From an optimization exercise on the open Yosys and OpenROAD flow, aimed at small area, a short achievable clock period and few clock cycles per item; shortcuts taken in it are not production practice.
Function was checked by simulation only, so behaviour that the tests miss may differ from the original.

== JK ==
Design neural_network, start of the top module:
module neural_network
(
    input          clk_i,
    input          rstn_i,
    input   [63:0] data_in_i,
    input          fire_i,
    output  [15:0] prediction_o,
    output         done_o
);
For scale: roughly 7200 cells after synthesis, roughly 65 flip-flops, about 84 I/O pins, ~47000 um2 of cells after synthesis.
==> flow/config.mk <==
export PLATFORM = sky130hd
export DESIGN_NAME = neural_network
export DESIGN_NICKNAME = neural_network
export VERILOG_FILES = /design/flow/design.v
export SDC_FILE = /design/flow/constraint.sdc
export NUM_CORES = 4
export LEC_CHECK = 0
export ABC_AREA = 1
export CAP_MARGIN = 20
export CORE_MARGIN = 2
export CORE_UTILIZATION = 45
export SETUP_SLACK_MARGIN = 0.6
export SLEW_MARGIN = 20
export SYNTH_MEMORY_MAX_BITS = 65536
==> flow/constraint.sdc <==
create_clock -name core_clock -period 10.0 [get_ports {clk_i}]
set_input_delay 2.0000 -clock core_clock [delete_from_list [all_inputs] [get_ports {clk_i}]]
set_output_delay 2.0000 -clock core_clock [all_outputs]
set_load 0.01 [all_outputs]
standard.sh (not shown) runs the stock make flow with config.mk's settings and CLKGATE_MAP_FILE= SYNTH_SCRIPT=/design/flow/synth_recipe.tcl, a recipe that flattens the netlist after the stock synthesis.
==> flow/flow/run.sh <==
#!/bin/bash
# The standard layout with two changes after the standard synthesis:
#  - the platform's delay cells (clkdlybuf4s*, dlygate4sd*, dlymetal6s*) are
#    added to its don't-use list, so the port buffers that placement inserts
#    are plain buffers rather than delay cells;
#  - sizing may swap a cell for one of another footprint
#    (MATCH_CELL_FOOTPRINT=0; the platform sets 1).
# Each step's output goes to its own log.
set -e
bash standard.sh synth > synth.log 2>&1
DU=$(sed -n '/^export DONT_USE_CELLS/,/^$/p' "$FLOW_HOME/platforms/sky130hd/config.mk" \
     | tr -d '\\' | tr -s ' \n' ' ' | sed 's/export DONT_USE_CELLS += //; s/#.*//')
for c in clkdlybuf4s15_1 clkdlybuf4s15_2 clkdlybuf4s18_1 clkdlybuf4s18_2 \
         clkdlybuf4s25_1 clkdlybuf4s25_2 clkdlybuf4s50_1 clkdlybuf4s50_2 \
         dlygate4sd1_1 dlygate4sd2_1 dlygate4sd3_1 \
         dlymetal6s2s_1 dlymetal6s4s_1 dlymetal6s6s_1; do
    DU="$DU sky130_fd_sc_hd__$c"
done
echo "DONT_USE_CELLS=$DU" > dont_use.log
bash standard.sh "DONT_USE_CELLS=$DU" MATCH_CELL_FOOTPRINT=0 finish > layout.log 2>&1
JK ended with every stage complete and zero timing, DRC or antenna violations.
Testbench counts of JK, summed over its fixed seeds: cycles 2,048, items 2,048.
The following lists how MS was set up differently from JK:
-- flow/config.mk --
<<< JK, line 9
export CAP_MARGIN = 20
export CORE_MARGIN = 2
export CORE_UTILIZATION = 45
export SETUP_SLACK_MARGIN = 0.6
export SLEW_MARGIN = 20
export SYNTH_MEMORY_MAX_BITS = 65536
>>> MS, line 9
export CAP_MARGIN = 20
export CORE_MARGIN = 2
export CORE_UTILIZATION = 50
export PLACE_DENSITY = 0.68
export SETUP_SLACK_MARGIN = 1
export SLEW_MARGIN = 20
export SYNTH_MEMORY_MAX_BITS = 65536
MS has maximum operating frequency above what JK had. Delta(maximum number of pins on one net before global-route repair, MS - JK) < 0. Looking at last element of the critical path, the prediction_o[0] result is from JK; the prediction_o[2] one comes from MS. Between JK and MS, the die outline width is higher for JK. For the number of search-and-repair iterations in the first detailed-routing pass, MS came in 2 lower than JK did. Compared with JK, MS shows signal arrival time at the worst endpoint lower by 90 ps.
Inputs modified between MS and AL:
-- flow/config.mk --
<<< MS, line 9
export CAP_MARGIN = 20
export CORE_MARGIN = 2
export CORE_UTILIZATION = 50
export PLACE_DENSITY = 0.68
export SETUP_SLACK_MARGIN = 1
export SLEW_MARGIN = 20
>>> AL, line 9
export CAP_MARGIN = 20
export CORE_MARGIN = 2
export CORE_UTILIZATION = 45
export SETUP_SLACK_MARGIN = 1
export SLEW_MARGIN = 20
### Flow results
Compared with MS, in AL design area has decreased, global-route wire length before repair increased by about 2% relative to the old numbers, final cell count picked up an extra 1.0%, count of non-CTS inverters in the layout about even, vertical extent of the die rose about 5.3%.
Total length of routed wires: AL > MS
Final critical path time including I/O delays and setup was lower in the run labelled MS.
First-iteration DRC count shrinks by more than 10% when moving from MS to AL.
From AL to MS, clock-buffer cell count did not move at all.


Another version of the RTL of neural_network (not shown whole).
For scale: ~65 flip-flops, roughly 0.044 mm2 of cells after synthesis.
clock: 10.0 ns
lec_check: 0
abc_area: 1
cap_margin: 20
core_margin: 2
core_utilization: 45
setup_slack_margin: 0.6
slew_margin: 20
synth_memory_max_bits: 65536
Scripts as last shown in full above: flow/flow/run.sh
Testbench counts at the start, summed over its fixed seeds: cycles 2,048, items 2,048.
==> next run, changes <==
CORE_UTILIZATION = 40   (was 45)
SETUP_SLACK_MARGIN = 0.3   (was 0.6)
Result: Wire length is lower by 3.5%; worst hold slack stays flat; utilization is lower by 7.7 points; cell count is higher by 0.81%; global-route usage is lower by 4.9 points; first-iteration DRC count barely changes; via count is lower by 1.6%.


Setup of the baseline:
Starting RTL as in the previous note.
Settings: LEC_CHECK=0, ABC_AREA=1, CAP_MARGIN=20, CORE_MARGIN=2, CORE_UTILIZATION=45, GPL_TIMING_DRIVEN=0, SETUP_SLACK_MARGIN=0.3, SLEW_MARGIN=20, SYNTH_MEMORY_MAX_BITS=65536; clock period 10.0 ns.
Scripts as last shown in full above: flow/flow/run.sh
Testbench counts of the baseline, summed over its fixed seeds: cycles 2,048, items 2,048.
--- input diff the baseline..the candidate ---
Settings: TNS_END_PERCENT now 5, previously not set; GPL_TIMING_DRIVEN no longer set, was 0.
- [diff] time the final worst path needs with I/O delays and setup, the candidate relative to the baseline: improvement
- Going from the baseline to the candidate, count of clock-buffer cells in the layout grows by 1.
- [compare] base=the baseline new=the candidate: largest net degree at the start of global routing saw an increase; final-layout clock-cell area share saw little to no change; final worst hold slack saw a decrease.
- Of the baseline and the candidate, the higher global routing met2 resource utilization belongs to the baseline.
- The run with more routed wire is the baseline, not the candidate.
- Compared with the baseline, the candidate shows met1 wire length lower by about 9%.
- Per the comparison of the candidate with the baseline, fraction of final layout cells with drive strength greater than 1 has decreased, critical path depth up about 18%, synthesis-to-layout area growth lost 0.59 points.

-- afterwards: timing with drivers on the ports --
Ports are ideal in the flow. The routed layouts listed here were re-timed in OpenROAD.
Step 1 (the two cells are an assumption about what drives the block):
set clk [get_ports {clk_i}]
set_driving_cell -lib_cell sky130_fd_sc_hd__clkbuf_16 $clk
set_driving_cell -lib_cell sky130_fd_sc_hd__buf_2 [delete_from_list [all_inputs] $clk]
Step 2 also shifts input and output timing later by t, the mid clock arrival at the registers, as if the neighbouring blocks saw the same clock.
a / b / c = ideal ports / drivers / drivers and shift; a / b = the first two.
run	t (ns)	slack for setup (ns)	worst setup path at the end	clock arrival spread, ns	worst data-port slew with drivers (ns)
JK	0.420	0.683 / 0.634 / 0.845	input to register	0.053 / 0.053	0.04
MS	0.391	0.767 / 0.723 / 1.052	input to register	0.007 / 0.007	0.04
AL	0.421	0.673 / 0.624 / 1.045	register to output	0.054 / 0.053	0.04
the first run of note 2	0.398	0.745 / 0.697 / 0.816	input to register	0.005 / 0.006	0.04
the second run of note 2	0.394	0.538 / 0.486 / 0.589	input to register	0.012 / 0.012	0.05
the baseline	0.388	0.244 / 0.196 / 0.422	input to register	0.008 / 0.007	0.09
the candidate	0.397	0.566 / 0.520 / 0.597	input to register	0.005 / 0.006	0.04
After both steps setup and hold are still met in every run listed.
